Background: an optimization exercise with open tools, aiming at small area. Do not read the settings as production practice.
At most, simulation tests tie the RTL to the original design; equivalence was not proved.
The flow treats the clock pin as an ideal source. Dropping or thinning the clock tree relies on that and would not hold on a real chip.
Power figures rest on the tool's default switching activity, not on a simulated workload.

==> flow/design.v (excerpt) <==
module sram #(
    parameter ADDR_WIDTH = 8,
    parameter DATA_WIDTH = 8,
    parameter MEM_SIZE   = 1 << ADDR_WIDTH
)(
    input  wire                  clk,
    input  wire                  reset_n,
    input  wire                  chip_enable_n,
    input  wire                  write_enable_n,
    input  wire                  read_enable_n,
    input  wire [ADDR_WIDTH-1:0] address,
    input  wire [DATA_WIDTH-1:0] data_in,
    output wire [DATA_WIDTH-1:0] data_out
);
export LEC_CHECK = 0
export CAP_MARGIN = 10
export CORE_MARGIN = 2
export CORE_UTILIZATION = 75
export SLEW_MARGIN = 10
export SYNTH_HIERARCHICAL = 1
create_clock -name core_clock -period 15.0 [get_ports {clk}]
standard.sh (not shown) runs the stock make flow with config.mk's settings and CLKGATE_MAP_FILE= SYNTH_SCRIPT=/design/flow/synth_recipe.tcl, a recipe that flattens the netlist after the stock synthesis.
==> flow/flow/run.sh <==
#!/bin/bash
# Standard layout, except for the clock tree: TritonCTS runs as usual, then
# the POST_CTS hook replaces its tree with a tree of inverters (see
# clock_tree.tcl).
set -euo pipefail
FLOW_DIR=$(cd "$(dirname "${BASH_SOURCE[0]}")" && pwd)
export CTS_ARGS="-sink_clustering_enable -sink_clustering_size 100 -sink_clustering_max_diameter 500 -dont_use_dummy_load"
export POST_CTS_TCL=$FLOW_DIR/post_cts.tcl
bash standard.sh finish > standard.log 2>&1
==> flow/flow/post_cts.tcl <==
# Replace the clock tree TritonCTS built with an inverter tree.
set flow_dir [file dirname [info script]]
source $flow_dir/clock_tree.tcl
clk_ripup
clk_build 34 5 sky130_fd_sc_hd__inv_16 sky130_fd_sc_hd__inv_8 sky130_fd_sc_hd__inv_4
detailed_placement
estimate_parasitics -placement
check_placement -verbose
Other scripts of this flow, unchanged in this note and not shown: flow/flow/clock_tree.tcl
Change:
--- a/flow/flow/post_cts.tcl
+++ b/flow/flow/post_cts.tcl
@@ -5 +5 @@
-clk_build 34 5 sky130_fd_sc_hd__inv_16 sky130_fd_sc_hd__inv_8 sky130_fd_sc_hd__inv_4
+clk_build 30 8 sky130_fd_sc_hd__inv_16 sky130_fd_sc_hd__inv_16 sky130_fd_sc_hd__inv_4
- CAP_MARGIN: 10 -> 20
- CORE_UTILIZATION: 75 -> 70
What happened: Wire length grows by 1.7%. Core utilization is lower by 5.0 points. Worst setup slack is better by 0.13 ns. Power increases by 1.2%. Final area increases by 0.73%. Clock skew rises by 0.012 ns.
Change:
--- a/flow/flow/run.sh
+++ b/flow/flow/run.sh
@@ -2,3 +2,4 @@
-# Standard layout, except for the clock tree: TritonCTS runs as usual, then
-# the POST_CTS hook replaces its tree with a tree of inverters (see
-# clock_tree.tcl).
+# Standard layout, except that:
+# - the ports are buffered with buf_1 cells;
+# - TritonCTS runs as usual, then the POST_CTS hook replaces its tree with a
+#   tree of inverters (see clock_tree.tcl).
@@ -8,0 +10 @@
+export BUFFER_PORTS_ARGS="-buffer_cell sky130_fd_sc_hd__buf_1"
--- a/flow/flow/post_cts.tcl
+++ b/flow/flow/post_cts.tcl
@@ -5 +5 @@
-clk_build 30 8 sky130_fd_sc_hd__inv_16 sky130_fd_sc_hd__inv_16 sky130_fd_sc_hd__inv_4
+clk_build 36 5 sky130_fd_sc_hd__inv_16 sky130_fd_sc_hd__inv_12 sky130_fd_sc_hd__inv_4
- CAP_MARGIN: 20 -> 10
- CORE_UTILIZATION: 70 -> 65
The new run ran to the end with no violations.
Worst hold slack barely changes.
Clock skew is lower by 0.056 ns.
Cell count increases slightly.
Fmax rises by a little under a tenth.
Register-to-register slack stays flat.
Core utilization fell by 5.9 points.
Cell area came out lower slightly.
Wire length stays flat.
Die area rises by a little under a tenth.
Critical path depth stays the same.
Change:
==> flow/flow/run.sh (replaced) <==
#!/bin/bash
# Standard layout, except for the clock tree: TritonCTS runs as usual, then
# the POST_CTS hook replaces its tree with a tree of inverters (see
# clock_tree.tcl).
set -euo pipefail
FLOW_DIR=$(cd "$(dirname "${BASH_SOURCE[0]}")" && pwd)
export CTS_ARGS="-sink_clustering_enable -sink_clustering_size 100 -sink_clustering_max_diameter 500 -dont_use_dummy_load"
export POST_CTS_TCL=$FLOW_DIR/post_cts.tcl
bash standard.sh finish > standard.log 2>&1
--- a/flow/flow/post_cts.tcl
+++ b/flow/flow/post_cts.tcl
@@ -5 +5 @@
-clk_build 36 5 sky130_fd_sc_hd__inv_16 sky130_fd_sc_hd__inv_12 sky130_fd_sc_hd__inv_4
+clk_build 34 5 sky130_fd_sc_hd__inv_16 sky130_fd_sc_hd__inv_8 sky130_fd_sc_hd__inv_4
- CAP_MARGIN: 10 -> 15
- CORE_UTILIZATION: 65 -> 70
Effect: Total power hardly moves; sequential share of layout area drops by 0.10 points; die area fell by 7.1%; clock skew went up by 0.068 ns; wire length is lower by 0.47%; area after synthesis is unchanged; cell area hardly moves; global-route usage came out higher by 3.4 points; fmax shrinks by 7.4%.
No run of this note takes its clock network from TritonCTS; it comes from the design's own scripts or RTL.


sram, a different RTL version from the one above (not shown whole).
Size in the first run: ~6200 cells after synthesis, about 2100 flip-flops, roughly 29 I/O pins, about 0.066 mm^2 of cells after synthesis.
clock: 15.0 ns
lec_check: 0
cap_margin: 40
core_margin: 2
core_utilization: 70
cts_cluster_diameter: 80
cts_cluster_size: 30
slew_margin: 20
synth_hierarchical: 1
run.sh (not shown) runs the stock make flow with config.mk's settings and CLKGATE_MAP_FILE= SYNTH_SCRIPT=/design/flow/synth_recipe.tcl, a recipe that flattens the netlist after the stock synthesis.
Stock flow here: none of the scripts above is used.
The baseline ran to the end with no violations.
Next try:
- CAP_MARGIN: 40 -> 10
- SLEW_MARGIN: 20 -> 10
Total power is about the same.
Cell count went down by 0.40%.
Sequential share of layout area increases by 0.72 points.


Another version of the RTL of sram (not shown whole).
Size in the first run: roughly 6500 cells after synthesis, about 2100 flip-flops, ~29 I/O pins.
## sram
module sram #(
    parameter ADDR_WIDTH = 8,
    parameter DATA_WIDTH = 8,
    parameter MEM_SIZE   = 1 << ADDR_WIDTH
)(
    input  wire                  clk,
    input  wire                  reset_n,
    input  wire                  chip_enable_n,
    input  wire                  write_enable_n,
    input  wire                  read_enable_n,
    input  wire [ADDR_WIDTH-1:0] address,
    input  wire [DATA_WIDTH-1:0] data_in,
    output wire [DATA_WIDTH-1:0] data_out
);
clock: 15.0 ns
lec_check: 0
cap_margin: 40
core_margin: 2
core_utilization: 70
slew_margin: 20
synth_hierarchical: 1
Edit:
- CORE_UTILIZATION: 70 -> 50
After rerunning: Die area is higher by 39%; total power is higher by 2.1%; final area rose by 1.3%; worst setup slack gains 0.25 ns; area after synthesis is unchanged.
No functional check of the RTL was part of any run of this note.

## separate check: timing with driven ports
No port has a modelled driver above. Below, the same layouts with a new extraction and two added sets of constraints.
Step 1 sets driving cells, clkbuf_16 on the clock port and buf_2 on the other inputs (assumed; they add their load-dependent delay and slew).
Step 2 also shifts input and output timing later by t, the mid clock arrival at the registers, as if the neighbouring blocks saw the same clock.
a / b / c = ideal / step 1 / step 2; a / b = the first two.
| run | t, ns | slack for setup (ns) | hold WS [ns] | slew at the worst register clock pin (ns) |
|---|---|---|---|---|
| the first run of note 1 | 0.665 | 1.796 / 1.705 / 1.705 | 0.451 / 0.451 / 0.451 | 0.11 / 0.11 |
| the second run of note 1 | 0.631 | 1.925 / 1.804 / 1.804 | 0.449 / 0.449 / 0.449 | 0.11 / 0.11 |
| the third run of note 1 | 0.586 | 2.944 / 2.823 / 2.823 | 0.449 / 0.449 / 0.449 | 0.11 / 0.11 |
| the fourth run of note 1 | 0.656 | 1.987 / 1.879 / 1.879 | 0.450 / 0.450 / 0.450 | 0.12 / 0.12 |
| the first run of note 2 | 0.784 | 3.352 / 3.312 / 3.312 | 0.449 / 0.449 / 0.449 | 0.12 / 0.12 |
| the second run of note 2 | 0.793 | 3.115 / 3.076 / 3.076 | 0.450 / 0.450 / 0.450 | 0.12 / 0.12 |
| the first run of note 3 | 0.904 | 2.815 / 2.787 / 2.787 | 0.443 / 0.443 / 0.443 | 0.07 / 0.07 |
| the second run of note 3 | 0.895 | 3.063 / 2.948 / 2.948 | 0.441 / 0.441 / 0.441 | 0.07 / 0.07 |
After both steps every run listed still meets setup and hold.
